What follows belongs to an exercise in optimizing a design on an open flow for small area and a short achievable clock period; a production flow would make more cautious choices. Only simulation tests tie the RTL to the original design; equivalence was not proved. The clock port is modelled as an ideal driver; clocking choices that lean on that would not hold on a real chip. Power figures rest on the tool's default switching activity, not on a simulated workload.

==> flow/design.v <==
module sync_fifo #(
    parameter DATA_WIDTH = 32,
    parameter ADDR_WIDTH = 4,    
    parameter FIFO_DEPTH = 16
) (
    input wire clk,
    input wire rst_n,
    input wire wr_en,
    input wire [DATA_WIDTH-1:0] data_in,
    output wire full,
    input wire rd_en,
    output wire [DATA_WIDTH-1:0] data_out,
    output wire empty
);
  reg [DATA_WIDTH-1:0] mem[0:FIFO_DEPTH-1];
  reg [ADDR_WIDTH:0] wr_ptr;   
  reg [ADDR_WIDTH:0] rd_ptr;
  wire [ADDR_WIDTH:0] wr_ptr_gray;
  wire [ADDR_WIDTH:0] rd_ptr_gray;
  assign empty = (wr_ptr == rd_ptr);
  assign full = ((wr_ptr[ADDR_WIDTH-1:0] == rd_ptr[ADDR_WIDTH-1:0]) &&
                   (wr_ptr[ADDR_WIDTH] != rd_ptr[ADDR_WIDTH]));
  assign data_out = mem[rd_ptr[ADDR_WIDTH-1:0]];
  always_ff @(posedge clk or negedge rst_n) begin
    if (!rst_n) begin
      wr_ptr <= 0;
    end else if (wr_en && !full) begin
      mem[wr_ptr[ADDR_WIDTH-1:0]] <= data_in;
      wr_ptr <= wr_ptr + 1;
    end
  end
  always_ff @(posedge clk or negedge rst_n) begin
    if (!rst_n) begin
      rd_ptr <= 0;
    end else if (rd_en && !empty) begin
      rd_ptr <= rd_ptr + 1;
    end
  end
  function [ADDR_WIDTH:0] binary_to_gray(input [ADDR_WIDTH:0] bin);
    binary_to_gray = bin ^ (bin >> 1);
  endfunction
  assign wr_ptr_gray = binary_to_gray(wr_ptr);
  assign rd_ptr_gray = binary_to_gray(rd_ptr);
endmodule
==> flow/run.sh <==
#!/bin/bash
# synth_recipe.tcl (not shown) runs the flow's synth.tcl, then flattens the netlist and writes it again
# the make line also repeats each setting of config.mk as NAME=value (left out here)
make -C /OpenROAD-flow-scripts/flow DESIGN_CONFIG=/design/flow/config.mk WORK_HOME=/design/flow/orfs CLKGATE_MAP_FILE= SYNTH_SCRIPT=/design/flow/synth_recipe.tcl finish
==> flow/config.mk <==
export PLATFORM = sky130hd
export DESIGN_NAME = sync_fifo
export DESIGN_NICKNAME = sync_fifo
export VERILOG_FILES = /design/flow/design.v
export SDC_FILE = /design/flow/constraint.sdc
export NUM_CORES = 4
export LEC_CHECK = 0
export CAP_MARGIN = 20
export CORE_MARGIN = 2
export CORE_UTILIZATION = 40
export SLEW_MARGIN = 20
==> flow/constraint.sdc <==
create_clock -name core_clock -period 4.2 [get_ports {clk}]
set_input_delay 0.8400 -clock core_clock [delete_from_list [all_inputs] [get_ports {clk}]]
set_output_delay 0.8400 -clock core_clock [all_outputs]
set_load 0.01 [all_outputs]
==> flow_metrics.tcl, run 1 <==
set metrics [dict create \
    dr.pass1.iters 5 \
    tritoncts "built" \
    setup_violations 0 \
    post_drt_wl_per_cell_um 27.0 \
    drc 0 \
    multi_input_comb_area_mm2 0.00436 \
    met1_length_um 22700 \
    min_period_ps 4070 \
    portBuffers 69 \
    yosysTopAreaCell "edfxtp_1" \
    antenna_found_initial 0 \
    maxCapViolCount 0 \
    hold-worst-slack_ps 534 \
    dpl.hpwl_um 28100 \
    clock_power_share_pct 25.8 \
    vias 12100 \
    wl_met3_um 3760 \
    clkLatencyLatePin_ps 600 \
    via_per_inst 5.91 \
    drive_gt1_share_pct 14.5 \
    areaGrowthSynthToFinish_pct 17.5 \
    p_switching_w 0.00608 \
    core_area_mm2 0.0503 \
    h-tree-depth 2 \
    fin_crit_sh_pct 96.9 \
    grt_pass1_wl_um 81400 \
    max_freq_mhz 246 \
    die_h_um 230 \
    combPwrFrac_pct 38.1 \
    grt_use_total_pct 20.8 \
    place.gp.congestion 0.761 \
    fillers 4314 \
    pin_count 70 \
    top_layer "met4" \
    worstPathRequired_ps 3360 \
    power_w 0.0173 \
    grt_pass1_vias 12200 \
    antenna_left 0 \
    leakage_nw 7.50 \
    clkTransAtPathRegs_ps 60 \
    ir_drop_v 0.000371 \
    report.final.slew_viol_count 0 \
    holdBufCountCts 0 \
    swShare_pct 35.0 \
    finClkSkew_ps 22.3 \
    synth_top_area_share_pct 75.3 \
    clock_path_buffers 3 \
    hp-class "reg2reg" \
    netlist_area_mm2 0.0204 \
    power_density_mw_per_mm2 724 \
    dp.cells 1936 \
    pwr-share-seq_pct 36.1 \
    grt_max_degree 64 \
    worst_slew_pin_slew_ps 821 \
    end_kind "output pin" \
    hold_depth 1 \
    fin_area_mm2 0.0240 \
    synth_cell_types 65 \
    synth.yosys.seq_area_share_pct 76.6 \
    async_reset_ff_share_pct 1.92 \
    ys_warn_count 2 \
    drt-initial-drc-count 1284 \
    gr-total-overflow 0 \
    ys_ff_latch 522 \
    wirelength_um 55300 \
    initial_core_util_pct 40.6 \
    totalNegativeSetupSlack_ps 0 \
    crit_fanout 33 \
    cts_buffers 53 \
    place_area_mm2 0.0221 \
    final_nets 1374 \
    fp.dieW_um 230 \
    reg2regPathDepth 6 \
    report.final.hold_viol_count 0 \
    regArea_mm2 0.0156 \
    met2_length_um 27400 \
    cp-start-kind "flop" \
    outcome "finished clean" \
    clockRootBuffer "clkbuf_16" \
    p_int_w 0.0113 \
    die_area_mm2 0.0528 \
    synth.avg_cell_area_um2 16.6 \
    synth_edf_count 512 \
    diodes 0 \
    final_cells 2046 \
    cts_num_sinks 522 \
    relSlewSlack_pct 45.3 \
    synthTopCellsByArea "edfxtp_1 (75%), a22oi_1 (2.7%), a221oi_1 (1.7%), buf_2 (1.4%), nand3_1 (1.3%)" \
    synthFlopType "edfxtp_1" \
    cp_data_arrival_time_ps 3230 \
    synth_cells 1232 \
    path_class "reg2out" \
    syn_nets 1276 \
    rows 82 \
]
per-stage QoR:
stage,setup slack [ps],utilization (%)
after floorplan,-386,-
after global placement,394,44.0
after detailed placement,430,44.0
after CTS,-4.06,47.5
after global routing,-1.54,47.7
final,129,47.7
cells in the final DEF (no fill, tap or decap), drive strengths merged, types with 10 or more instances in the layout:
master,count
nor2,37
a21oi,47
a211oi,13
clkbuf,73
nor3,19
a31oi,28
xnor2,13
a22oi,73
a22o,12
dfrtp,10
a221oi,39
clkdlybuf4s50,67
nand3,55
edfxtp,512
a311oi,10
a222oi,24
nand2,59
o21ai,29
mux2i,23
clkinv,23
buf,70
worst paths after layout:
check,start,to,slack (ps)
worst min register to register,wr_ptr[4],wr_ptr[4],530
worst min-delay path,wr_ptr[4],wr_ptr[4],530
worst max register to register,rd_ptr[3],mem[14][0],1400
max in group asynchronous,rst_n,rd_ptr[2],3430
min in group asynchronous,rst_n,wr_ptr[4],560
worst max-delay path,rd_ptr[3],data_out[20],130
state kept, by name (all words and copies together), names as in the netlist:
name    flops
mem       512
rd_ptr      5
wr_ptr      5
timing repair:
item / CTS / global route
gates resized for setup: 13 / 7
setup endpoints to repair: 28 / 19
buffers inserted: 7 / 3
gates cloned: 0 / 1
pin swaps: 3 / 2
cell usage after synthesis (all sizes together) (5+ instances only):
| master | number |
|---|---|
| a211oi | 13 |
| a21oi | 47 |
| a221o | 6 |
| a221oi | 39 |
| a222oi | 24 |
| a22o | 12 |
| a22oi | 73 |
| a311oi | 10 |
| a31oi | 28 |
| a32o | 7 |
| a32oi | 6 |
| and3 | 6 |
| buf | 86 |
| clkbuf | 11 |
| dfrtp | 10 |
| edfxtp | 512 |
| ha | 8 |
| inv | 8 |
| mux2 | 9 |
| mux2i | 23 |
| nand2 | 59 |
| nand2b | 6 |
| nand3 | 55 |
| nand3b | 9 |
| nor2 | 37 |
| nor3 | 19 |
| nor4 | 5 |
| o211ai | 7 |
| o21ai | 29 |
| o22ai | 8 |
| o32a | 5 |
| xnor2 | 13 |
logic make-up (layout without fill, tap and decap cells):
family / Yosys count / count (layout) / share of synthesized area (%)
compound gates: 337 / 337 / 12.4
xor+xnor: 14 / 14 / 0.674
fa+ha+maj: 8 / 8 / 0.491
buf+inv: 105 / 247 / 2.93
flops: 522 / 522 / 76.6
mux: 34 / 34 / 1.85
simple gates: 212 / 212 / 5.11
cell type report:
cell class,count,area share [%]
clock buffer,72,6.09
timing repair buffer,140,6.07
sequential,522,65.2
clock inverter,27,0.757
tap,672,3.51
multi-input combinational,605,18.2
inverter,8,0.125
critical path, cell delays in order (launching register included):
cell	delay, ps
dfrtp_4	600
buf_6	290
nor2_1	90
buf_4	240
nand2_2	120
buf_12	240
nand4_1	150
o32a_1	390
clkdlybuf4s50_1	500
power by group through the flow:
stage	Clock (W)	Sequential [W]	Combinational (W)
after CTS	0.00454	0.00627	0.00654
final	0.00447	0.00626	0.00662
after detailed placement	0	0.00637	0.00634
after global placement	0	0.00636	0.00632
after floorplan	0	0.00625	0.00376
after global routing	0.00473	0.00628	0.00710
metal layers:
layer / GRT usage (%) / vias to the layer above
li1: - / 5269
met1: 27.5 / 6239
met2: 35.2 / 495
met3: 2.99 / 87
met4: 7.14 / 0
met5: 0 / -
==> run 2, diff against run 1 <==
==> flow/design.v (replaced) <==
module sync_fifo (
    input wire clk,
    input wire rst_n,
    input wire wr_en,
    input wire [31:0] data_in,
    output wire full,
    input wire rd_en,
    output wire [31:0] data_out,
    output wire empty
);
  reg [31:0] chain[0:14];  
  reg [31:0] head;         
  reg [15:0] pos;          
  reg ne_r;                
  assign empty = ~ne_r;
  assign full = pos[15];
  assign data_out = head;
  wire do_w = wr_en & ~pos[15];
  wire m_up = do_w & ne_r & ~rd_en;
  wire m_down = rd_en & ~pos[0] & ~do_w;
  always_ff @(posedge clk or negedge rst_n) begin
    if (!rst_n) begin
      pos <= 16'd1;
      ne_r <= 1'b0;
    end else begin
      if (m_up) pos <= {pos[14:0], 1'b0};
      else if (m_down) pos <= {1'b0, pos[15:1]};
      ne_r <= ne_r ? ~(pos[0] & rd_en & ~wr_en) : wr_en;
    end
  end
  integer i;
  always_ff @(posedge clk) begin
    if (do_w) begin
      chain[0] <= data_in;
      for (i = 1; i < 15; i = i + 1) chain[i] <= chain[i-1];
    end
  end
  reg [31:0] next_head;
  always @* begin
    next_head = data_in & {32{pos[0]}};
    for (i = 0; i < 15; i = i + 1)
      next_head = next_head | (chain[i] & {32{pos[i+1]}});
  end
  always_ff @(posedge clk) begin
    if (~ne_r | rd_en) head <= next_head;
  end
endmodule
--- a/flow/config.mk
+++ b/flow/config.mk
@@ -9,3 +9,6 @@
 export CORE_MARGIN = 2
-export CORE_UTILIZATION = 40
+export CORE_UTILIZATION = 65
+export CTS_CLUSTER_DIAMETER = 80
+export CTS_CLUSTER_SIZE = 30
+export SETUP_SLACK_MARGIN = 2.3
 export SLEW_MARGIN = 20
==> flow_metrics.tcl, run 2 <==
set metrics [dict create \
    die_h_um 175 \
    synthTopCellsByArea "edfxtp_1 (81%), a22o_1 (5.9%), a221oi_1 (5.9%), dfrtp_1 (2.1%), nand4_1 (1.1%)" \
    synth_top_area_share_pct 80.9 \
    synth.yosys.seq_area_share_pct 83.2 \
    dpl.hpwl_um 23000 \
    multi_input_comb_area_mm2 0.00288 \
    async_reset_ff_share_pct 3.21 \
    crit-reg2reg-capture "head[9]" \
    via_per_inst 7.29 \
    holdBufCountCts 0 \
    endpoint "full" \
    outcome "finished clean" \
    vias 10200 \
    syn_nets 971 \
    netlist_area_mm2 0.0190 \
    worst_slack_ps 2180 \
    post_drt_wl_per_cell_um 30.8 \
    synthTopCellsByCount "edfxtp_1 (512), a22o_1 (129), a221oi_1 (128), nand4_1 (32), buf_2 (31)" \
    cts_num_sinks 529 \
    path_class "reg2out" \
    fillers 1711 \
    clockRootBuffer "clkbuf_16" \
    wirelength_um 42900 \
    final_nets 1038 \
    yosysTopAreaCell "edfxtp_1" \
    ys_warn_count 2 \
    report.final.hold_viol_count 0 \
    place.gp.congestion 0.821 \
    ys_ff_latch 529 \
    path_cells "buf_6" \
    min_period_ps 2020 \
    hp-class "reg2reg" \
    cp_data_arrival_time_ps 1180 \
    rsz0062_at_grt "true" \
    drive_gt1_share_pct 12.3 \
    gr-total-overflow 0 \
    portBuffers 69 \
    power_density_mw_per_mm2 673 \
    synth_fa_ha_area_share_pct 0 \
    tritoncts "built" \
    relSlewSlack_pct 50.2 \
    synthFlopType "edfxtp_1" \
    post-place-ws_ps 1240 \
    slowest_stage "dfrtp_4" \
    crit_fanout 2 \
    reg2regPathDepth 4 \
    finClkSkew_ps 25.3 \
    synth-xor-area-share_pct 0 \
    path_buf_inv 1 \
    report.final.slew_viol_count 0 \
    dp.cells 1345 \
    synth_cell_types 31 \
    clkTransAtPathRegs_ps 110 \
    final_common_cell "edfxtp_1" \
    core_area_mm2 0.0288 \
    fin_area_mm2 0.0209 \
    cp-start-kind "flop" \
    cts_buffers 21 \
    place_area_mm2 0.0201 \
    worst_slew_pin_slew_ps 745 \
    drt-initial-drc-count 1439 \
    diodes 0 \
    slowest_delay_ps 500 \
    largest_reg_flops 480 \
    rrSetupSlack_ps 2290 \
    grt_pass1_vias 9924 \
    synth_most_common_cell "edfxtp_1" \
    grt_max_degree 75 \
    setup_violations 0 \
    dr.pass1.iters 5 \
    drc 0 \
    critPathLaunch "pos[15]" \
    initial_core_util_pct 66.0 \
    cp_top_family "flip-flops" \
    pin_count 70 \
    end_kind "output pin" \
    synth-simple-area-share_pct 2.02 \
    fp.dieW_um 175 \
    maxCapViolCount 0 \
    ir_drop_v 0.000380 \
    worstPathRequired_ps 3360 \
    antenna_left 0 \
    leakage_nw 6.72 \
    grt_use_total_pct 28.3 \
    synth_cells 935 \
    regArea_mm2 0.0158 \
    grt_pass1_wl_um 63500 \
    die_area_mm2 0.0306 \
    antenna_found_initial 0 \
    areaGrowthSynthToFinish_pct 9.98 \
    fin_crit_sh_pct 48.1 \
    synth_mux_area_share_pct 0.0527 \
    synth_top_family_by_area "compound AO/OA/AOI/OAI gates" \
    rows 62 \
    synth_edf_count 512 \
    worst-path-stages 1 \
    final_util_pct 72.6 \
    synth.avg_cell_area_um2 20.3 \
    r2r_start "pos[0]" \
    clkLatencyLatePin_ps 560 \
    clock_path_buffers 3 \
    h-tree-depth 1 \
    synth_compound_area_share_pct 12.9 \
    final_cell_mix "edfxtp_1 (512), a22o_1 (129), a221oi_1 (125)" \
    totalNegativeSetupSlack_ps 0 \
    final_cells 1392 \
    max_freq_mhz 495 \
]
## run 2: changes by cell type after synthesis, sizes merged, moves of 46 or more
| cell | delta |
|---|---|
| a221oi | +89 |
| a22o | +117 |
| a22oi | -73 |
| buf | -46 |
| nand2 | -55 |
| nand3 | -53 |
## run 2: repair_timing
action	in CTS	in global routing
endpoints found under the setup margin	594	56
gates resized for setup	169	21
setup buffers	5	7
pin swaps	1	0
gates cloned	6	0
## run 2: report_power, final
| group | internal [W] | switching [W] | total [W] |
|---|---|---|---|
| sequential | 0.00745 | 0.000992 | 0.00844 |
| combinational | 0.00120 | 0.00201 | 0.00321 |
| clock | 0.000940 | 0.00147 | 0.00241 |
| total | 0.00959 | 0.00448 | 0.0141 |
## run 2: metrics by stage
stage / power [W] / hold WS, ps
2_1_floorplan: 0.0100 / 427
3_3_place_gp: 0.0113 / 428
3_5_place_dp: 0.0114 / 434
4_1_cts: 0.0139 / 449
5_1_grt: 0.0146 / 469
6_report: 0.0141 / 450
## run 2: cell families (layout without fill, tap and decap cells)
| family | count (synthesis) | after routing |
|---|---|---|
| DFF | 529 | 529 |
| buffers and inverters | 70 | 143 |
| and+or+nand+nor | 58 | 58 |
| muxes | 1 | 1 |
| AOI/OAI and AO/OA | 277 | 277 |
## run 2: worst min path at each step
stage,startpoint,slack (ps),depth (start not counted),endpoint
after global routing,chain[0][15],470,0,chain[1][15]
after CTS,chain[10][16],450,0,chain[11][16]
after detailed placement,chain[12][0],430,0,chain[13][0]
final,chain[5][25],450,0,chain[6][25]
after global placement,chain[12][19],430,0,chain[13][19]
after floorplan,chain[0][20],430,0,chain[1][20]
## run 2: final cells by class
| cell class | count | area share, % |
|---|---|---|
| sequential | 529 | 75.8 |
| multi-input combinational | 336 | 13.8 |
| timing repair buffer | 108 | 4.98 |
| clock buffer | 28 | 2.64 |
| tap | 384 | 2.30 |
| timing repair inverter | 3 | 0.234 |
| inverter | 3 | 0.180 |
| clock inverter | 1 | 0.0778 |
## run 2: routing by layer
| metal | track usage [%] | routed length (um) |
|---|---|---|
| met5 | 0 | 0 |
| met4 | 7.78 | 975 |
| met3 | 4.77 | 4420 |
| met2 | 42.9 | 20000 |
| met1 | 43.7 | 17500 |
==> run 3, diff against run 2 <==
--- a/flow/design.v
+++ b/flow/design.v
@@ -13,4 +13,4 @@
   reg [15:0] pos;          
-  reg ne_r;                
-  assign empty = ~ne_r;
+  reg empty_r;             
+  assign empty = empty_r;
   assign full = pos[15];
@@ -18,3 +18,3 @@
   wire do_w = wr_en & ~pos[15];
-  wire m_up = do_w & ne_r & ~rd_en;
+  wire m_up = do_w & ~empty_r & ~rd_en;
   wire m_down = rd_en & ~pos[0] & ~do_w;
@@ -23,3 +23,3 @@
       pos <= 16'd1;
-      ne_r <= 1'b0;
+      empty_r <= 1'b1;
     end else begin
@@ -27,3 +27,3 @@
       else if (m_down) pos <= {1'b0, pos[15:1]};
-      ne_r <= ne_r ? ~(pos[0] & rd_en & ~wr_en) : wr_en;
+      empty_r <= empty_r ? ~wr_en : (pos[0] & rd_en & ~wr_en);
     end
@@ -44,3 +44,3 @@
   always_ff @(posedge clk) begin
-    if (~ne_r | rd_en) head <= next_head;
+    if (empty_r | rd_en) head <= next_head;
   end
==> flow_metrics.tcl, run 3 <==
set metrics [dict create \
    fin_crit_sh_pct 49.0 \
    report.final.hold_viol_count 0 \
    hold_depth 0 \
    yosysTopAreaCell "edfxtp_1" \
    min_to "chain[14][8]" \
    slowest_stage "dfstp_2" \
    ys_ff_latch 529 \
    slowest_delay_ps 570 \
    power_density_mw_per_mm2 655 \
    initial_core_util_pct 65.9 \
    ir_drop_v 0.000403 \
    cp-start-kind "flop" \
    report.final.slew_viol_count 0 \
    cts_buffers 21 \
    pin_count 70 \
    clkTransAtPathRegs_ps 110 \
    finClkSkew_ps 20.6 \
    hold_path.startpoint "chain[13][8]" \
    fillers 1676 \
    dpl.hpwl_um 21300 \
    path_cells "buf_6" \
    synth_edf_count 512 \
    end_kind "output pin" \
    crit-reg2reg-capture "head[19]" \
    clkLatencyLatePin_ps 560 \
    max_freq_mhz 486 \
    worst_slew_pin_slew_ps 1190 \
    die_area_mm2 0.0305 \
    synthTopCellsByCount "edfxtp_1 (512), a22o_1 (129), a221oi_1 (128), clkbuf_1 (54), nand4_1 (32)" \
    synth_most_common_cell "edfxtp_1" \
    tritoncts "built" \
    cp_data_arrival_time_ps 1220 \
    setup_violations 0 \
    synth_cells 934 \
    grt_pass1_wl_um 64100 \
    synth.avg_cell_area_um2 20.3 \
    path_buf_inv 1 \
    path_class "reg2out" \
    outcome "finished clean" \
    areaGrowthSynthToFinish_pct 10.9 \
    final_cell_mix "edfxtp_1 (512), a22o_1 (128), a221oi_1 (121)" \
    final_nets 1035 \
    cp_top_family "flip-flops" \
    ys_warn_count 2 \
    final_common_cell "edfxtp_1" \
    leakage_nw 6.76 \
    synthTopCellsByArea "edfxtp_1 (81%), a22o_1 (6.0%), a221oi_1 (5.9%), dfrtp_1 (2.0%), clkbuf_1 (1.1%)" \
    clockRootBuffer "clkbuf_16" \
    gr-total-overflow 0 \
    grt_use_total_pct 28.6 \
    dp.cells 1335 \
    largest_reg_flops 480 \
    rows 62 \
    reg2regPathDepth 4 \
    core_area_mm2 0.0287 \
    dr.pass1.iters 5 \
    synth_cell_types 28 \
    diodes 0 \
    rsz0062_at_grt "true" \
    min_period_ps 2060 \
    synth_top_area_share_pct 81.3 \
    final_cells 1391 \
    portBuffers 69 \
    relSlewSlack_pct 20.8 \
    synth.yosys.seq_area_share_pct 83.5 \
    fp.dieW_um 175 \
    vias 10000 \
    totalNegativeSetupSlack_ps 0 \
    hp-class "reg2reg" \
    die_h_um 175 \
    grt_pass1_vias 10200 \
    synthFlopType "edfxtp_1" \
    antenna_left 0 \
    netlist_area_mm2 0.0189 \
    post_drt_wl_per_cell_um 31.0 \
    crit_fanout 2 \
    grt_max_degree 103 \
    clock_path_buffers 3 \
    syn_nets 970 \
    worstPathRequired_ps 3360 \
    wirelength_um 43100 \
    maxCapViolCount 0 \
    drc 0 \
    cts_num_sinks 529 \
    r2r_start "pos[1]" \
    antenna_found_initial 0 \
    rrSetupSlack_ps 2320 \
    via_per_inst 7.21 \
    async_reset_ff_share_pct 3.21 \
    drt-initial-drc-count 1387 \
    h-tree-depth 1 \
    place.gp.congestion 0.797 \
    drive_gt1_share_pct 14.3 \
]
## run 3: cell types whose count changed after synthesis, sizes merged, moves of 2 or more
cell,delta
buf,-26
clkbuf,+27
nand2,-3
nand3b,-2
## run 3: kinds of logic (layout without fill, tap and decap cells)
| family | after synthesis | in the layout | synth area share (%) |
|---|---|---|---|
| AND/OR/NAND/NOR | 55 | 55 | 1.89 |
| buffers and inverters | 70 | 143 | 1.51 |
| multiplexers | 1 | 1 | 0.0529 |
| AO/OA/AOI/OAI | 279 | 279 | 13.0 |
| flip-flops | 529 | 529 | 83.5 |
## run 3: per-stage QoR
| step | setup WS (ps) | hold WS (ps) | total power (W) | util [%] | cell area, um^2 |
|---|---|---|---|---|---|
| 6_report | 2140 | 456 | 0.0138 | 73.1 | 21000 |
| 3_5_place_dp | 946 | 435 | 0.0111 | 70.0 | 20100 |
| 3_3_place_gp | 1070 | 429 | 0.0109 | 70.0 | 20100 |
| 4_1_cts | 2130 | 461 | 0.0137 | 72.7 | 20900 |
| 2_1_floorplan | 1570 | 427 | 0.00973 | - | 19000 |
| 5_1_grt | 2110 | 470 | 0.0142 | 73.1 | 21000 |
## run 3: power breakdown
group	internal [W]	switching [W]	total [W]
Combinational	0.00121	0.00174	0.00295
Sequential	0.00724	0.00115	0.00839
Clock	0.000941	0.00147	0.00241
Total	0.00939	0.00436	0.0138
## run 3: worst max path at each step
| stage | startpoint | to | depth (start not counted) | slack (ps) |
|---|---|---|---|---|
| after floorplan | wr_en | pos[13] | 5 | 1570 |
| after global placement | wr_en | chain[0][29] | 4 | 1070 |
| after detailed placement | wr_en | chain[1][14] | 4 | 950 |
| after CTS | empty_r | empty | 1 | 2130 |
| after global routing | empty_r | empty | 1 | 2110 |
| final | empty_r | empty | 1 | 2140 |
## run 3: cell type report
class	count	area [um^2]	area share, %
inverters	2	33.8	0.161
clock inverters	4	25.0	0.119
repair inverters	3	48.8	0.233
clock buffers	27	548	2.61
repair buffers	107	1030	4.89
flip-flops and latches	529	15800	75.5
multi-input cells	335	2980	14.2
well taps	384	480	2.29
## run 3: what timing repair did
item                                    4_1_cts  5_1_grt
gates cloned                                  6        1
setup buffers                                11        7
pin swaps                                     3        1
gates resized for setup                     165       11
endpoints found under the setup margin      576       50
hold buffers                                  0        0
## run 3: per-layer routing
metal	part of all wire, %	vias to the layer above	wire, um	GRT usage [%]
met5	0	-	0	0
met1	40	5230	17100	41.3
li1	-	4169	-	-
met4	2.1	0	901	9.20
met3	9.1	67	3950	4.66
met2	49	565	21200	45.8
==> run 4, diff against run 3 <==
--- a/flow/design.v
+++ b/flow/design.v
@@ -13,4 +13,4 @@
   reg [15:0] pos;          
-  reg empty_r;             
-  assign empty = empty_r;
+  reg ne_r;                
+  assign empty = ~ne_r;
   assign full = pos[15];
@@ -18,3 +18,3 @@
   wire do_w = wr_en & ~pos[15];
-  wire m_up = do_w & ~empty_r & ~rd_en;
+  wire m_up = do_w & ne_r & ~rd_en;
   wire m_down = rd_en & ~pos[0] & ~do_w;
@@ -23,3 +23,3 @@
       pos <= 16'd1;
-      empty_r <= 1'b1;
+      ne_r <= 1'b0;
     end else begin
@@ -27,3 +27,3 @@
       else if (m_down) pos <= {1'b0, pos[15:1]};
-      empty_r <= empty_r ? ~wr_en : (pos[0] & rd_en & ~wr_en);
+      ne_r <= ne_r ? ~(pos[0] & rd_en & ~wr_en) : wr_en;
     end
@@ -44,3 +44,3 @@
   always_ff @(posedge clk) begin
-    if (empty_r | rd_en) head <= next_head;
+    if (~ne_r | rd_en) head <= next_head;
   end
==> flow/flow/run.sh (new file) <==
#!/bin/bash
# Standard layout, with one change after clock tree synthesis: the root
# buffer of the clock tree is removed and the clock port drives the next
# level of clock buffers directly (flow/post_cts.tcl).
set -e
cd "$(dirname "$0")/.."
cp standard.sh standard.sh.log.txt 2>/dev/null || true
export POST_CTS_TCL="$PWD/flow/post_cts.tcl"
bash standard.sh > standard.log 2>&1
==> flow/flow/post_cts.tcl (new file) <==
set block [ord::get_db_block]
set root [$block findInst clkbuf_0_clk]
if {$root != "NULL"} {
  set in_net [[$root findITerm A] getNet]
  set out_net [[$root findITerm X] getNet]
  set sinks {}
  foreach it [$out_net getITerms] {
    if {[$it getInst] != $root} { lappend sinks $it }
  }
  if {[llength $sinks] <= 4} {
    foreach it $sinks { $it disconnect; $it connect $in_net }
    odb::dbInst_destroy $root
    odb::dbNet_destroy $out_net
    puts "post_cts: removed clkbuf_0_clk, clock port drives [llength $sinks] buffers"
    estimate_parasitics -placement
    repair_timing_helper
    detailed_placement
  }
}
==> flow/standard.sh (new file) <==
#!/bin/bash
# synth_recipe.tcl (not shown) runs the flow's synth.tcl, then flattens the netlist and writes it again
# the make line also repeats each setting of config.mk as NAME=value (left out here)
make -C /OpenROAD-flow-scripts/flow DESIGN_CONFIG=/design/flow/config.mk WORK_HOME=/design/flow/orfs CLKGATE_MAP_FILE= SYNTH_SCRIPT=/design/flow/synth_recipe.tcl "${@:-finish}"
removed: flow/run.sh
==> flow_metrics.tcl, run 4 <==
set metrics [dict create \
    outcome "finished clean" \
    ys_warn_count 2 \
    synth_top_area_share_pct 80.9 \
    cp-start-kind "input pin" \
    path_class "in2reg" \
    clkTransAtPathRegs_ps 110 \
    power_density_mw_per_mm2 671 \
    dr.pass1.iters 5 \
    pin_count 70 \
    path_buf_inv 1 \
    cts_num_sinks 529 \
    synth_most_common_cell "edfxtp_1" \
    grt_pass1_wl_um 63500 \
    end_kind "flop" \
    hp-class "reg2reg" \
    largest_reg_flops 480 \
    final_cells 1391 \
    ys_ff_latch 529 \
    synthTopCellsByCount "edfxtp_1 (512), a22o_1 (129), a221oi_1 (128), nand4_1 (32), buf_2 (31)" \
    gr-total-overflow 0 \
    synth.avg_cell_area_um2 20.3 \
    fp.dieW_um 175 \
    hold-worst-slack_ps 450 \
    drive_gt1_share_pct 12.1 \
    critPathLaunch "data_in[2]" \
    core_area_mm2 0.0288 \
    worstPathRequired_ps 4340 \
    final_nets 1037 \
    totalNegativeSetupSlack_ps 0 \
    synth_cells 935 \
    antenna_found_initial 0 \
    drt-initial-drc-count 1413 \
    fin_area_mm2 0.0209 \
    die_h_um 175 \
    final_common_cell "edfxtp_1" \
    die_area_mm2 0.0306 \
    hold_path.startpoint "chain[5][25]" \
    report.final.slew_viol_count 0 \
    place.gp.congestion 0.821 \
    antenna_left 0 \
    diodes 0 \
    cp_top_family "compound AO/OA/AOI/OAI gates" \
    relSlewSlack_pct 49.2 \
    grt_pass1_vias 9905 \
    maxCapViolCount 0 \
    netlist_area_mm2 0.0190 \
    synthTopCellsByArea "edfxtp_1 (81%), a22o_1 (5.9%), a221oi_1 (5.9%), dfrtp_1 (2.1%), nand4_1 (1.1%)" \
    grt_use_total_pct 28.2 \
    via_per_inst 7.30 \
    rsz0062_at_grt "true" \
    crit_fanout 2 \
    drc 0 \
    tritoncts "built" \
    dpl.hpwl_um 23000 \
    syn_nets 971 \
    r2r_start "pos[4]" \
    fillers 1715 \
    portBuffers 69 \
    path_cells "clkdlybuf4s50_1, a22o_1, a221oi_1, nand4_1" \
    clkLatencyLatePin_ps 420 \
    post_drt_wl_per_cell_um 30.8 \
    worst_slew_pin_slew_ps 760 \
    vias 10200 \
    report.final.hold_viol_count 0 \
    synth_cell_types 31 \
    power_w 0.0140 \
    slowest_stage "clkdlybuf4s50_1" \
    ir_drop_v 0.000383 \
    cp_data_arrival_time_ps 2070 \
    synth_edf_count 512 \
    async_reset_ff_share_pct 3.21 \
    rows 62 \
    slowest_delay_ps 460 \
    max_freq_mhz 518 \
    finClkSkew_ps 24.1 \
    synth.yosys.seq_area_share_pct 83.2 \
    setup_violations 0 \
    final_cell_mix "edfxtp_1 (512), a22o_1 (129), a221oi_1 (125)" \
    dp.cells 1345 \
    grt_max_degree 75 \
    fin_crit_sh_pct 45.9 \
    initial_core_util_pct 66.0 \
    yosysTopAreaCell "edfxtp_1" \
    synthFlopType "edfxtp_1" \
    leakage_nw 6.70 \
    place_area_mm2 0.0201 \
    areaGrowthSynthToFinish_pct 9.78 \
    min_period_ps 1930 \
    wirelength_um 42800 \
]
==> run 4: cell count changes after synthesis, moves of 4 or more <==
| cell | before | now |
|---|---|---|
| buf_4 | 0 | 4 |
| clkbuf_1 | 54 | 27 |
| o221a_2 | 12 | 0 |
| buf_1 | 6 | 0 |
| o221a_1 | 0 | 12 |
| buf_2 | 6 | 31 |
==> run 4: layout make-up <==
type                       instances  area [um^2]  share of cell area, %
timing repair inverter             3         52.6                  0.252
multi-input combinational        336         2880                   13.8
clock inverter                     1         16.3                 0.0780
clock buffer                      27          527                   2.53
timing repair buffer             108         1030                   4.92
tap                              384          480                   2.30
inverter                           3         37.5                  0.180
sequential                       529        15800                   75.9
==> run 4: final timing paths <==
check / cells after the start / to / slack, ps
worst max-delay path: 4 / head[2] / 2270
worst min-delay path: 0 / chain[6][25] / 450
worst max register to register: 4 / head[2] / 2330
worst min register to register: 0 / chain[6][25] / 450
min in group asynchronous: 1 / ne_r / 850
max in group asynchronous: 1 / pos[9] / 2790
==> run 4: stage by stage <==
stage	utilization (%)	setup slack [ps]
after floorplan	-	1580
after global placement	69.8	1340
after detailed placement	69.8	1240
after global routing	72.5	2240
final	72.5	2270
==> run 4: report_power, final <==
group	internal (W)	switching, W
sequential	0.00745	0.000989
clock	0.000899	0.00145
combinational	0.00120	0.00201
==> run 4: metal layers <==
metal	track usage [%]	up-vias	wire length, um
met4	7.88	0	1130
met5	0	-	0
li1	-	4174	-
met1	43.6	5261	17500
met3	4.53	93	4320
met2	42.6	625	19900
==> run 4: cells by family (layout without fill, tap and decap cells) <==
logic type / count (synthesis) / in the layout / share of synthesized area [%]
AND/OR/NAND/NOR: 58 / 58 / 2.02
multiplexers: 1 / 1 / 0.0527
flip-flops: 529 / 529 / 83.2
buffers and inverters: 70 / 142 / 1.88
AO/OA/AOI/OAI: 277 / 277 / 12.9
==> run 4: worst reg2reg max path: stages, from the launching register on <==
cell and delay [ps]:
dfrtp_4 620, buf_6 260, a22o_1 250, a221oi_1 280, nand4_1 190
==> run 5, diff against run 4 <==
--- a/flow/flow/run.sh
+++ b/flow/flow/run.sh
@@ -3,3 +3,4 @@
 # buffer of the clock tree is removed and the clock port drives the next
-# level of clock buffers directly (flow/post_cts.tcl).
+# level of clock buffers directly (flow/post_cts.tcl); and the port buffers
+# are buf_2 cells, which the resizer can size, rather than delay cells.
 set -e
@@ -8,2 +9,3 @@
 export POST_CTS_TCL="$PWD/flow/post_cts.tcl"
+export BUFFER_PORTS_ARGS="-buffer_cell sky130_fd_sc_hd__buf_2"
 bash standard.sh > standard.log 2>&1
--- a/flow/config.mk
+++ b/flow/config.mk
@@ -12,3 +12,3 @@
 export CTS_CLUSTER_SIZE = 30
-export SETUP_SLACK_MARGIN = 2.3
+export SETUP_SLACK_MARGIN = 2.45
 export SLEW_MARGIN = 20
==> flow_metrics.tcl, run 5 <==
set metrics [dict create \
    combPwrFrac_pct 25.6 \
    drt-initial-drc-count 1379 \
    top_layer "met4" \
    final_cells 1411 \
    met1_length_um 17400 \
    pin_count 70 \
    cp_data_arrival_time_ps 1100 \
    die_area_mm2 0.0306 \
    leakage_nw 6.77 \
    grt_pass1_wl_um 65700 \
    report.final.hold_viol_count 0 \
    totalNegativeSetupSlack_ps 0 \
    path_class "reg2out" \
    antenna_found_initial 1 \
    synthTopCellsByCount "edfxtp_1 (512), a22o_1 (129), a221oi_1 (128), nand4_1 (32), buf_2 (31)" \
    grt_max_degree 127 \
    worstPathRequired_ps 3360 \
    min_period_ps 1940 \
    r2r_start "pos[15]" \
    synth-xor-area-share_pct 0 \
    via_per_inst 7.22 \
    vias 10200 \
    hp-class "in2async" \
    post_drt_wl_per_cell_um 31.4 \
    place.gp.congestion 0.802 \
    relSlewSlack_pct 63.9 \
    p_switching_w 0.00458 \
    clock_power_share_pct 16.8 \
    fp.dieW_um 175 \
    drive_gt1_share_pct 17.5 \
    rows 62 \
    dr.pass1.iters 5 \
    netlist_area_mm2 0.0190 \
    async_reset_ff_share_pct 3.21 \
    largest_reg_flops 480 \
    synth.yosys.seq_area_share_pct 83.2 \
    tritoncts "built" \
    swShare_pct 32.1 \
    critPathLaunch "pos[15]" \
    fin_area_mm2 0.0209 \
    yosysTopAreaCell "edfxtp_1" \
    maxCapViolCount 0 \
    outcome "finished clean" \
    synth_top_family_by_area "compound AO/OA/AOI/OAI gates" \
    worst_slew_pin_slew_ps 542 \
    end_kind "output pin" \
    place_area_mm2 0.0197 \
    synthFlopType "edfxtp_1" \
    power_density_mw_per_mm2 683 \
    clkLatencyLatePin_ps 420 \
    synth_edf_count 512 \
    rsz0062_at_grt "true" \
    synth_cells 935 \
    die_h_um 175 \
    synthTopCellsByArea "edfxtp_1 (81%), a22o_1 (5.9%), a221oi_1 (5.9%), dfrtp_1 (2.1%), nand4_1 (1.1%)" \
    synth_cell_types 31 \
    met2_length_um 21300 \
    final_nets 1048 \
    drc 0 \
    final_common_cell "edfxtp_1" \
    portBuffers 69 \
    wl_met3_um 4590 \
    synth-simple-area-share_pct 2.02 \
    ys_ff_latch 529 \
    cp-start-kind "flop" \
    syn_nets 971 \
    core_area_mm2 0.0288 \
    cts_num_sinks 529 \
    clkTransAtPathRegs_ps 110 \
    final_cell_mix "edfxtp_1 (512), a22o_1 (129), a221oi_1 (117)" \
    synth_compound_area_share_pct 12.9 \
    crit_fanout 2 \
    grt_pass1_vias 10200 \
    gr-total-overflow 0 \
    report.final.slew_viol_count 0 \
    worst_slack_ps 2260 \
    initial_core_util_pct 66.0 \
    dpl.hpwl_um 23100 \
    pwr-share-seq_pct 57.6 \
    p_int_w 0.00967 \
    synth_top_area_share_pct 80.9 \
    setup_violations 0 \
    synth_fa_ha_area_share_pct 0 \
    fin_crit_sh_pct 46.3 \
    grt_use_total_pct 29.2 \
    areaGrowthSynthToFinish_pct 9.88 \
    synth_most_common_cell "edfxtp_1" \
    post-place-ws_ps 1460 \
    synth.avg_cell_area_um2 20.3 \
    antenna_left 0 \
    wirelength_um 44400 \
    max_freq_mhz 515 \
    dp.cells 1342 \
    synth_mux_area_share_pct 0.0527 \
    finClkSkew_ps 13.4 \
    ir_drop_v 0.000394 \
    ys_warn_count 2 \
]
run 5: changes by cell type in the layout (fill, tap and decap cells not counted), sizes merged, moves of 2 or more:
cell	before	now
clkbuf	27	36
buf	72	117
clkdlybuf4s50	33	0
dlygate4sd2	2	0
run 5: through the flow:
step | power, W | util, % | hold WS [ps]
2_1_floorplan | 0.0100 | - | 427
3_3_place_gp | 0.0112 | 68.4 | 429
3_5_place_dp | 0.0114 | 68.4 | 434
5_1_grt | 0.0147 | 72.5 | 360
6_report | 0.0143 | 72.5 | 343
run 5: critical path, stage by stage, from the launching register on:
cell,delay (ps)
dfrtp_2,450
buf_12,140
buf_6,110
run 5: cell families after synthesis:
group           Yosys count
mux                       1
flops                   529
buf+inv                  70
simple gates             58
compound gates          277
run 5: power groups by stage:
stage	registers [W]	logic (W)	clock network, W
finish	0.00821	0.00365	0.00239
global route	0.00833	0.00380	0.00259
detailed placement	0.00868	0.00268	0
global placement	0.00860	0.00261	0
floorplan	0.00789	0.00215	0
run 5: path summary, 6_finish.rpt:
check / endpoint / slack [ps] / cells past startpoint
setup / recovery: full / 2260 / 2
hold / removal: pos[7] / 340 / 1
setup reg to reg: head[16] / 2410 / 5
hold reg to reg: chain[2][0] / 460 / 0
max in group asynchronous: pos[8] / 3520 / 1
min in group core_clock: chain[2][0] / 460 / 0
run 5: cell type report:
class,instances,area [um^2]
diodes,1,2.50
clock buffers,35,557
clock inverters,1,16.3
fillers,1703,7900
inverters,3,37.5
multi-input cells,336,2930
flip-flops and latches,529,15900
well taps,384,480
repair buffers,118,933
repair inverters,4,63.8
run 5: metal layers:
layer | global-route usage [%] | up-vias
li1 | - | 4210
met1 | 43.2 | 5194
met2 | 46.4 | 694
met3 | 4.79 | 92
met4 | 7.92 | 0
met5 | 0 | -
==> run 6, diff against run 5 <==
--- a/flow/config.mk
+++ b/flow/config.mk
@@ -12,3 +12,3 @@
 export CTS_CLUSTER_SIZE = 30
-export SETUP_SLACK_MARGIN = 2.45
+export SETUP_SLACK_MARGIN = 2.3
 export SLEW_MARGIN = 20
==> flow_metrics.tcl, run 6 <==
set metrics [dict create \
    clkTransAtPathRegs_ps 120 \
    synth.yosys.seq_area_share_pct 83.2 \
    via_per_inst 7.24 \
    rows 62 \
    cts_num_sinks 529 \
    synthTopCellsByCount "edfxtp_1 (512), a22o_1 (129), a221oi_1 (128), nand4_1 (32), buf_2 (31)" \
    grt_max_degree 127 \
    gr-total-overflow 0 \
    vias 10100 \
    final_cell_mix "edfxtp_1 (512), a22o_1 (129), a221oi_1 (127)" \
    worst-path-stages 2 \
    rsz0062_at_grt "true" \
    die_h_um 175 \
    async_reset_ff_share_pct 3.21 \
    synthTopCellsByArea "edfxtp_1 (81%), a22o_1 (5.9%), a221oi_1 (5.9%), dfrtp_1 (2.1%), nand4_1 (1.1%)" \
    leakage_nw 6.70 \
    fp.dieW_um 175 \
    synth_most_common_cell "edfxtp_1" \
    path_buf_inv 2 \
    worst_slew_pin_slew_ps 604 \
    portBuffers 69 \
    dpl.hpwl_um 23100 \
    drt-initial-drc-count 1231 \
    min_period_ps 1930 \
    ir_drop_v 0.000433 \
    report.final.hold_viol_count 0 \
    path_class "reg2out" \
    power_density_mw_per_mm2 681 \
    finClkSkew_ps 15.1 \
    maxCapViolCount 0 \
    report.final.slew_viol_count 0 \
    ys_ff_latch 529 \
    power_w 0.0141 \
    areaGrowthSynthToFinish_pct 8.78 \
    pin_count 70 \
    initial_core_util_pct 66.0 \
    cp-start-kind "flop" \
    multi_input_comb_area_mm2 0.00286 \
    synth_top_area_share_pct 80.9 \
    grt_pass1_vias 10100 \
    synth_cells 935 \
    regArea_mm2 0.0158 \
    final_common_cell "edfxtp_1" \
    totalNegativeSetupSlack_ps 0 \
    setup_violations 0 \
    fin_area_mm2 0.0207 \
    slowest_delay_ps 440 \
    final_nets 1037 \
    antenna_found_initial 1 \
    outcome "finished clean" \
    worstPathRequired_ps 3360 \
    fin_crit_sh_pct 46.0 \
    grt_pass1_wl_um 64900 \
    crit_fanout 2 \
    path_cells "buf_12, buf_6" \
    wirelength_um 43600 \
    drc 0 \
    hold-worst-slack_ps 343 \
    hp-class "in2async" \
    end_kind "output pin" \
    place_area_mm2 0.0197 \
    synth_edf_count 512 \
    die_area_mm2 0.0306 \
    reg2regPathDepth 4 \
    cp_top_family "flip-flops" \
    post_drt_wl_per_cell_um 31.2 \
    antenna_left 0 \
    fillers 1732 \
    drive_gt1_share_pct 15.5 \
    synth_cell_types 31 \
    ys_warn_count 2 \
    tritoncts "built" \
    grt_use_total_pct 28.8 \
    slowest_stage "dfrtp_2" \
    dr.pass1.iters 5 \
    syn_nets 971 \
    clkLatencyLatePin_ps 420 \
    core_area_mm2 0.0288 \
    synth.avg_cell_area_um2 20.3 \
    place.gp.congestion 0.802 \
    yosysTopAreaCell "edfxtp_1" \
    max_freq_mhz 517 \
    largest_reg_flops 480 \
    netlist_area_mm2 0.0190 \
    relSlewSlack_pct 59.7 \
    cp_data_arrival_time_ps 1090 \
    synthFlopType "edfxtp_1" \
]
run 6: cell count changes in the layout (fill, tap and decap cells not counted), moves of 2 or more:
cell / change
a221oi_1: +10
a221oi_2: -10
buf_6: -9
buf_2: +4
buf_4: -4
dfrtp_2: +4
dfrtp_4: -4
bufbuf_16: +2
run 6: path summary, 6_finish.rpt:
kind / slack [ps] / startpoint / end
setup / recovery: 2270 / pos[15] / full
hold / removal: 340 / rst_n / pos[13]
setup reg to reg: 2340 / pos[2] / head[22]
hold reg to reg: 460 / chain[1][0] / chain[2][0]
max in group asynchronous: 3520 / rst_n / pos[5]
min in group core_clock: 460 / chain[1][0] / chain[2][0]
run 6: metal layers:
metal  vias up  share of wire, %  track usage (%)
met5         -                 0                0
met4         0               2.4             7.78
met3        84                10             4.53
met2       654                48             45.9
met1      5214                39             42.4
li1       4181                 -                -
run 6: final cells by class:
class | count | area share (%)
repair buffers | 108 | 3.96
diodes | 1 | 0.0121
multi-input cells | 336 | 13.8
inverters | 3 | 0.182
flip-flops and latches | 529 | 76.7
clock inverters | 1 | 0.0787
well taps | 384 | 2.32
clock buffers | 35 | 2.69
repair inverters | 3 | 0.254
run 6: worst register-to-register path: stages, from the launching register on:
cell,delay [ps]
dfrtp_4,660
buf_4,330
a22o_1,260
a221oi_1,220
nand4_1,150
run 6: cells by family (layout without fill, tap and decap cells):
| logic type | Yosys count | in the layout | synth area share [%] |
|---|---|---|---|
| AOI/OAI and AO/OA | 277 | 277 | 12.9 |
| buffers and inverters | 70 | 150 | 1.88 |
| DFF | 529 | 529 | 83.2 |
| muxes | 1 | 1 | 0.0527 |
| other | 0 | 1 | 0 |
| and+or+nand+nor | 58 | 58 | 2.02 |
run 6: report_power, final:
part | internal (W) | switching (W) | leakage [nW]
Combinational | 0.00120 | 0.00204 | 1.40
Sequential | 0.00746 | 0.000986 | 5.02
Clock | 0.000929 | 0.00146 | 0.271
run 6: through the flow:
step                std cells  utilization, %  setup slack [ps]
finish                   1400            71.8              2270
global route             1400            71.8              2240
detailed placement       1342            68.4              1460
global placement         1342            68.4              1610
floorplan                 935               -              1580
==> run 7, diff against run 6 <==
--- a/flow/design.v
+++ b/flow/design.v
@@ -14,4 +14,6 @@
   reg ne_r;                
-  assign empty = ~ne_r;
-  assign full = pos[15];
+  reg ne_o;                
+  reg full_o;              
+  assign empty = ~ne_o;
+  assign full = full_o;
   assign data_out = head;
@@ -20,2 +22,4 @@
   wire m_down = rd_en & ~pos[0] & ~do_w;
+  wire [15:0] pos_next = m_up ? {pos[14:0], 1'b0} : m_down ? {1'b0, pos[15:1]} : pos;
+  wire ne_next = ne_r ? ~(pos[0] & rd_en & ~wr_en) : wr_en;
   always_ff @(posedge clk or negedge rst_n) begin
@@ -24,6 +28,9 @@
       ne_r <= 1'b0;
+      ne_o <= 1'b0;
+      full_o <= 1'b0;
     end else begin
-      if (m_up) pos <= {pos[14:0], 1'b0};
-      else if (m_down) pos <= {1'b0, pos[15:1]};
-      ne_r <= ne_r ? ~(pos[0] & rd_en & ~wr_en) : wr_en;
+      pos <= pos_next;
+      ne_r <= ne_next;
+      ne_o <= ne_o ? ~(pos[0] & rd_en & ~wr_en) : wr_en;
+      full_o <= full_o ? ~rd_en : (pos[14] & wr_en & ~rd_en);
     end
==> flow_metrics.tcl, run 7 <==
set metrics [dict create \
    outcome "finished clean" \
    ys_ff_latch 531 \
    post_drt_wl_per_cell_um 30.7 \
    drt-initial-drc-count 1296 \
    power_density_mw_per_mm2 435 \
    die_area_mm2 0.0305 \
    netlist_area_mm2 0.0189 \
    largest_reg_flops 480 \
    clkTransAtPathRegs_ps 110 \
    report.final.hold_viol_count 0 \
    max_freq_mhz 512 \
    fp.dieW_um 175 \
    synthFlopType "edfxtp_1" \
    portBuffers 69 \
    synth_edf_count 512 \
    synth_top_area_share_pct 81.2 \
    crit_fanout 113 \
    synthTopCellsByCount "edfxtp_1 (512), a22o_1 (129), a221oi_1 (128), clkbuf_1 (50), nand4_1 (32)" \
    fin_crit_sh_pct 46.5 \
    areaGrowthSynthToFinish_pct 7.36 \
    worstPathRequired_ps 4270 \
    tritoncts "built" \
    dp.cells 1324 \
    synth_most_common_cell "edfxtp_1" \
    endpoint "chain[5][27]" \
    grt_pass1_vias 9714 \
    clkLatencyLatePin_ps 430 \
    r2r_start "pos[15]" \
    pin_count 70 \
    final_cells 1360 \
    diodes 0 \
    async_reset_ff_share_pct 3.58 \
    synth_cells 931 \
    cts_num_sinks 531 \
    synth_cell_types 24 \
    rsz0062_at_grt "true" \
    yosysTopAreaCell "edfxtp_1" \
    leakage_nw 6.78 \
    ir_drop_v 0.000367 \
    min_period_ps 1950 \
    setup_violations 0 \
    end_kind "flop" \
    final_cell_mix "edfxtp_1 (512), a22o_1 (129), a221oi_1 (128)" \
    grt_max_degree 113 \
    final_common_cell "edfxtp_1" \
    place_area_mm2 0.0196 \
    wirelength_um 41700 \
    drc 0 \
    rows 62 \
    core_area_mm2 0.0287 \
    finClkSkew_ps 22.1 \
    totalNegativeSetupSlack_ps 0 \
    crit-reg2reg-capture "chain[5][27]" \
    dpl.hpwl_um 20400 \
    ys_warn_count 2 \
    fin_area_mm2 0.0203 \
    hp-class "in2async" \
    place.gp.congestion 0.804 \
    dr.pass1.iters 5 \
    power_w 0.00884 \
    via_per_inst 7.27 \
    vias 9885 \
    syn_nets 967 \
    hold-worst-slack_ps 330 \
    cp-start-kind "input pin" \
    path_class "in2reg" \
    synth.yosys.seq_area_share_pct 83.7 \
    gr-total-overflow 0 \
    grt_use_total_pct 26.8 \
    antenna_found_initial 0 \
    final_nets 1004 \
    critPathLaunch "wr_en" \
    worst_slew_pin_slew_ps 1130 \
    reg2regPathDepth 3 \
    initial_core_util_pct 66.0 \
    synth.avg_cell_area_um2 20.3 \
    maxCapViolCount 0 \
    grt_pass1_wl_um 61000 \
    cp_data_arrival_time_ps 2020 \
    drive_gt1_share_pct 13.0 \
    report.final.slew_viol_count 0 \
    rrSetupSlack_ps 2300 \
    synthTopCellsByArea "edfxtp_1 (81%), a22o_1 (6.0%), a221oi_1 (5.9%), dfrtp_1 (2.4%), nand4_1 (1.1%)" \
    die_h_um 175 \
    antenna_left 0 \
    relSlewSlack_pct 24.5 \
]
## run 7: cell types whose count changed in the layout (fill, tap and decap cells not counted), sizes merged, moves of 3 or more
cell,delta
o221a,-12
nand2,-3
nand2b,-11
buf,-26
clkbuf,-7
and2,+14
a221o,+14
## run 7: final cells by class
type	count	area [um^2]
inverters	2	33.8
fillers	1757	8380
clock buffers	27	527
repair buffers	81	542
flip-flops and latches	531	15900
clock inverters	3	22.5
well taps	384	480
repair inverters	1	16.3
multi-input cells	331	2800
## run 7: worst min path at each step
stage          cells past startpoint            to  slack (ps)
6_report                           1        pos[3]         330
5_1_grt                            1          ne_o         340
3_5_place_dp                       0   chain[9][4]         430
3_3_place_gp                       0  chain[3][19]         430
2_1_floorplan                      0  chain[1][11]         430
## run 7: worst max-delay path: stages
cell and delay (ps):
buf_2 150, nand2b_4 170, clkinv_16 260, buf_16 440
## run 7: report_power, final
part	internal [W]	switching (W)	total [W]
clock network	0.000902	0.00147	0.00237
logic	0.0000386	0.000136	0.000175
registers	0.00614	0.000158	0.00630
## run 7: logic make-up (layout without fill, tap and decap cells)
logic type | count (synthesis) | in the layout | synth area share (%)
buf+inv | 69 | 114 | 1.56
flops | 531 | 531 | 83.7
compound gates | 276 | 276 | 12.9
simple gates | 55 | 55 | 1.86
## run 7: per-layer routing
| metal | vias to the layer above | global-route usage [%] | part of all wire [%] |
|---|---|---|---|
| li1 | 4090 | - | - |
| met1 | 5177 | 40.1 | 40 |
| met2 | 542 | 42.9 | 49 |
| met3 | 76 | 2.74 | 8.7 |
| met4 | 0 | 7.85 | 2.7 |
| met5 | - | 0 | 0 |
## run 7: through the flow
| step | util [%] | setup slack, ps |
|---|---|---|
| finish | 70.8 | 2250 |
| global route | 70.8 | 2220 |
| detailed placement | 68.3 | 1600 |
| global placement | 68.3 | 1700 |
| floorplan | - | 1580 |
==> run 8, diff against run 7 <==
--- a/flow/config.mk
+++ b/flow/config.mk
@@ -12,3 +12,3 @@
 export CTS_CLUSTER_SIZE = 30
-export SETUP_SLACK_MARGIN = 2.3
+export SETUP_SLACK_MARGIN = 2.15
 export SLEW_MARGIN = 20
==> flow_metrics.tcl, run 8 <==
set metrics [dict create \
    drt-initial-drc-count 1312 \
    cp_data_arrival_time_ps 2300 \
    place.gp.congestion 0.798 \
    fin_crit_sh_pct 48.1 \
    drc 0 \
    max_freq_mhz 495 \
    maxCapViolCount 0 \
    syn_nets 967 \
    reg2regPathDepth 4 \
    hold-worst-slack_ps 347 \
    setup_violations 0 \
    synthFlopType "edfxtp_1" \
    report.final.slew_viol_count 0 \
    clkTransAtPathRegs_ps 110 \
    dr.pass1.iters 6 \
    synth.avg_cell_area_um2 20.3 \
    dpl.hpwl_um 22000 \
    min_period_ps 2020 \
    antenna_found_initial 0 \
    worstPathRequired_ps 4470 \
    slowest_stage "dfstp_2" \
    grt_max_degree 112 \
    rows 62 \
    initial_core_util_pct 66.0 \
    path_class "reg2reg" \
    critPathLaunch "pos[0]" \
    crit-reg2reg-capture "head[13]" \
    gr-total-overflow 0 \
    wirelength_um 40900 \
    leakage_nw 6.80 \
    dp.cells 1338 \
    synth.yosys.seq_area_share_pct 83.7 \
    regArea_mm2 0.0159 \
    synth_cells 931 \
    synthTopCellsByCount "edfxtp_1 (512), a22o_1 (129), a221oi_1 (128), clkbuf_1 (50), nand4_1 (32)" \
    grt_use_total_pct 27.0 \
    fp.dieW_um 175 \
    final_cell_mix "edfxtp_1 (512), a22o_1 (129), a221oi_1 (128)" \
    drive_gt1_share_pct 13.0 \
    synthTopCellsByArea "edfxtp_1 (81%), a22o_1 (6.0%), a221oi_1 (5.9%), dfrtp_1 (2.4%), nand4_1 (1.1%)" \
    multi_input_comb_area_mm2 0.00280 \
    outcome "finished clean" \
    tritoncts "built" \
    final_cells 1367 \
    ir_drop_v 0.000297 \
    die_area_mm2 0.0305 \
    core_area_mm2 0.0287 \
    crit_fanout 22 \
    r2r_start "pos[0]" \
    fin_area_mm2 0.0203 \
    async_reset_ff_share_pct 3.58 \
    synth_most_common_cell "edfxtp_1" \
    vias 9937 \
    power_density_mw_per_mm2 435 \
    pin_count 70 \
    rsz0062_at_grt "false" \
    clkLatencyLatePin_ps 410 \
    diodes 0 \
    cp-start-kind "flop" \
    end_kind "flop" \
    largest_reg_flops 480 \
    ys_ff_latch 531 \
    final_nets 1013 \
    netlist_area_mm2 0.0189 \
    synth_edf_count 512 \
    final_common_cell "edfxtp_1" \
    synth_top_area_share_pct 81.2 \
    die_h_um 175 \
    via_per_inst 7.27 \
    path_buf_inv 1 \
    fillers 1818 \
    synth_cell_types 24 \
    ys_warn_count 2 \
    areaGrowthSynthToFinish_pct 7.00 \
    cts_num_sinks 531 \
    worst_slack_ps 2180 \
    hp-class "in2async" \
    report.final.hold_viol_count 0 \
    post_drt_wl_per_cell_um 29.9 \
    portBuffers 69 \
    path_cells "buf_4, a22o_1, a221oi_1, nand4_1" \
    worst_slew_pin_slew_ps 664 \
    post-place-ws_ps 1570 \
    grt_pass1_vias 9935 \
    rrSetupSlack_ps 2180 \
    slowest_delay_ps 950 \
    grt_pass1_wl_um 61800 \
    finClkSkew_ps 12.2 \
    yosysTopAreaCell "edfxtp_1" \
    antenna_left 0 \
    place_area_mm2 0.0197 \
    cp_top_family "flip-flops" \
    totalNegativeSetupSlack_ps 0 \
    relSlewSlack_pct 55.7 \
]
-- run 8: cell counts after synthesis --
No cell type changed its count.
-- run 8: final cells by class --
class / instances / share of cell area (%)
Clock buffer: 27 / 2.60
Clock inverter: 1 / 0.0556
Inverter: 2 / 0.167
Multi-Input combinational cell: 331 / 13.8
Sequential cell: 531 / 78.3
Tap cell: 384 / 2.37
Timing Repair Buffer: 90 / 2.62
Timing Repair inverter: 1 / 0.0803
-- run 8: stage by stage --
step | util, % | total power (W)
floorplan | - | 0.00644
global placement | 68.6 | 0.00655
detailed placement | 68.6 | 0.00658
global route | 70.6 | 0.00905
finish | 70.6 | 0.00881
-- run 8: cells by family (layout without fill, tap and decap cells) --
group / count (synthesis) / after routing / synth area share [%]
flops: 531 / 531 / 83.7
compound gates: 276 / 276 / 12.9
buf+inv: 69 / 121 / 1.56
simple gates: 55 / 55 / 1.86
-- run 8: worst max-delay path by stage --
| stage | to | slack, ps | cells after the start |
|---|---|---|---|
| 2_1_floorplan | pos[10] | 1580 | 5 |
| 3_3_place_gp | chain[8][7] | 1700 | 4 |
| 3_5_place_dp | chain[12][7] | 1570 | 4 |
| 5_1_grt | chain[13][27] | 2150 | 4 |
| 6_report | head[13] | 2180 | 4 |
-- run 8: metal layers --
metal / vias to the layer above / GRT usage [%] / part of all wire [%]
li1: 4103 / - / -
met1: 5184 / 40.5 / 40
met2: 557 / 42.3 / 48
met3: 93 / 4.40 / 8.9
met4: 0 / 7.57 / 2.9
met5: - / 0 / 0
-- run 8: where the power goes --
group / switching [W] / internal (W)
Clock: 0.00145 / 0.000899
Combinational: 0.000135 / 0.0000321
Sequential: 0.000156 / 0.00614
==> run 9, diff against run 8 <==
--- a/flow/config.mk
+++ b/flow/config.mk
@@ -9,6 +9,7 @@
 export CORE_MARGIN = 2
-export CORE_UTILIZATION = 65
+export CORE_UTILIZATION = 70
 export CTS_CLUSTER_DIAMETER = 80
 export CTS_CLUSTER_SIZE = 30
-export SETUP_SLACK_MARGIN = 2.15
+export PLACE_DENSITY = 0.85
+export SETUP_SLACK_MARGIN = 2.3
 export SLEW_MARGIN = 20
==> flow_metrics.tcl, run 9 <==
set metrics [dict create \
    outcome "finished clean" \
    synth_edf_count 512 \
    fillers 1386 \
    grt-busiest-layer "met2" \
    report.final.hold_viol_count 0 \
    final_common_cell "edfxtp_1" \
    final_nets 1031 \
    ys_warn_count 2 \
    antenna_left 0 \
    grtUsageMet2_pct 46.7 \
    power_density_mw_per_mm2 433 \
    async_reset_ff_share_pct 3.58 \
    core_area_mm2 0.0267 \
    synthFlopType "edfxtp_1" \
    synth_cell_types 24 \
    grt_max_degree 103 \
    dp.cells 1296 \
    report.final.slew_viol_count 0 \
    reg2regPathDepth 4 \
    ys_ff_latch 531 \
    yosysTopAreaCell "edfxtp_1" \
    synth_top_area_share_pct 81.2 \
    syn_nets 967 \
    wirelength_um 41600 \
    netlist_area_mm2 0.0189 \
    dr.pass1.iters 5 \
    grt_use_met1_pct 41.9 \
    end_kind "flop" \
    grt_pass1_vias 9865 \
    finClkSkew_ps 19.0 \
    worst-path-stages 4 \
    path_buf_inv 1 \
    antenna_found_initial 1 \
    synth.avg_cell_area_um2 20.3 \
    die_h_um 168 \
    tritoncts "built" \
    ir_drop_v 0.000354 \
    grt_use_total_pct 28.9 \
    die_area_mm2 0.0284 \
    worstPathRequired_ps 4330 \
    rows 60 \
    path_class "reg2reg" \
    min_period_ps 1880 \
    cp_top_family "flip-flops" \
    setup_violations 0 \
    drt-initial-drc-count 1336 \
    leakage_nw 6.93 \
    largest_reg_flops 480 \
    cts_num_sinks 531 \
    final_cell_mix "edfxtp_1 (512), a22o_1 (129), a221oi_1 (127)" \
    clkTransAtPathRegs_ps 110 \
    grt_pass1_wl_um 60200 \
    worst_slew_pin_slew_ps 518 \
    rsz0062_at_grt "true" \
    hp-class "in2async" \
    synthTopCellsByArea "edfxtp_1 (81%), a22o_1 (6.0%), a221oi_1 (5.9%), dfrtp_1 (2.4%), nand4_1 (1.1%)" \
    fin_crit_sh_pct 44.6 \
    clkLatencyLatePin_ps 420 \
    relSlewSlack_pct 65.5 \
    cp-start-kind "flop" \
    grt_util_met3_pct 4.84 \
    synth.yosys.seq_area_share_pct 83.7 \
    drc 0 \
    maxCapViolCount 0 \
    slowest_delay_ps 560 \
    synth_cells 931 \
    initial_core_util_pct 70.8 \
    path_cells "buf_4, a22o_1, a221oi_1, nand4_1" \
    areaGrowthSynthToFinish_pct 8.32 \
    final_cells 1351 \
    max_freq_mhz 533 \
    pin_count 70 \
    via_per_inst 7.40 \
    drive_gt1_share_pct 15.1 \
    slowest_stage "dfrtp_2" \
    synthTopCellsByCount "edfxtp_1 (512), a22o_1 (129), a221oi_1 (128), clkbuf_1 (50), nand4_1 (32)" \
    rrSetupSlack_ps 2320 \
    cp_data_arrival_time_ps 2010 \
    place.gp.congestion 0.804 \
    gr-total-overflow 0 \
    totalNegativeSetupSlack_ps 0 \
    synth_most_common_cell "edfxtp_1" \
    fp.dieW_um 168 \
    post_drt_wl_per_cell_um 30.8 \
    dpl.hpwl_um 23100 \
    portBuffers 69 \
    vias 9992 \
    crit_fanout 25 \
]
==> run 9: cell count changes in the layout (fill, tap and decap cells not counted), sizes merged <==
cell / change
diode: +1
clkbuf: +9
buf: +17
==> run 9: worst paths after layout <==
kind | to | from
max | head[18] | pos[12]
min | pos[6] | rst_n
max reg2reg | head[18] | pos[12]
min reg2reg | chain[2][18] | chain[1][18]
max in group asynchronous | pos[5] | rst_n
min in group core_clock | chain[2][18] | chain[1][18]
==> run 9: layout make-up <==
class,count,area [um^2],share of cell area [%]
Sequential cell,531,15900,77.5
Multi-Input combinational cell,331,2810,13.7
Timing Repair Buffer,108,753,3.67
Clock buffer,35,557,2.71
Tap cell,341,427,2.08
Inverter,2,33.8,0.165
Timing Repair inverter,1,16.3,0.0793
Clock inverter,1,8.76,0.0427
Antenna cell,1,2.50,0.0122
==> run 9: stage by stage <==
stage / hold slack, ps / setup WS, ps / util (%) / instance area [um^2] / total power [W]
finish: 361 / 2320 / 76.7 / 20500 / 0.00887
global route: 388 / 2260 / 76.7 / 20500 / 0.00907
detailed placement: 434 / 1390 / 73.5 / 19600 / 0.00658
global placement: 429 / 1430 / 73.5 / 19600 / 0.00655
floorplan: 427 / 1580 / - / 19000 / 0.00644
==> run 9: cell families after synthesis <==
logic type | after synthesis | share of synthesized area [%]
flops | 531 | 83.7
compound gates | 276 | 12.9
simple gates | 55 | 1.86
buf+inv | 69 | 1.56
==> run 9: worst register-to-register path, delay by kind of cell, from the launching register on <==
kind / cells / cell delay (ps)
compound gates: 2 / 520
buf+inv: 1 / 340
flops: 1 / 560
simple gates: 1 / 170
==> run 9: metal layers <==
metal	part of all wire, %	wire [um]	vias up
li1	-	-	4153
met1	38	15600	5081
met2	49	20400	691
met3	11	4640	67
met4	2.3	947	0
met5	0	0	-
==> run 9: where the power goes <==
group          leakage [nW]  switching, W  internal, W
Combinational          1.41      0.000138    0.0000367
Sequential             5.25      0.000161      0.00614
Clock                 0.269       0.00147     0.000926

==> separate check: timing with driven ports <==
Ports are ideal in the flow. The routed layouts listed here were re-timed in OpenROAD. Step 1, drivers: a clkbuf_16 drives clk and a buf_2 each remaining input, both assumed. Step 2, shift: input delay + t, output delay - t, t = (earliest + latest rising clock arrival at the registers) / 2. This alone moves slack from input paths to output paths. Three values: no drivers, after step 1, after step 2; two values: the first two.
run	t (ns)	slack for setup (ns)	worst data-port slew with drivers (ns)
run 1	0.641	0.129 / 0.075 / 0.716	0.06
run 2	0.598	2.179 / 2.125 / 1.822	0.07
run 3	0.597	2.143 / 2.090 / 1.814	0.06
run 4	0.477	2.271 / 2.233 / 1.831	0.07
run 5	0.475	2.257 / 2.190 / 2.019	0.09
run 6	0.474	2.267 / 2.200 / 1.957	0.08
run 7	0.483	2.245 / 2.235 / 1.794	0.10
run 8	0.471	2.178 / 2.178 / 1.770	0.06
run 9	0.479	2.325 / 2.276 / 1.927	0.09
After both steps setup and hold are still met in every run listed. For run 7, which loses most, drivers alone change the setup slack by -0.010 ns; drivers and shift together by -0.451 ns.
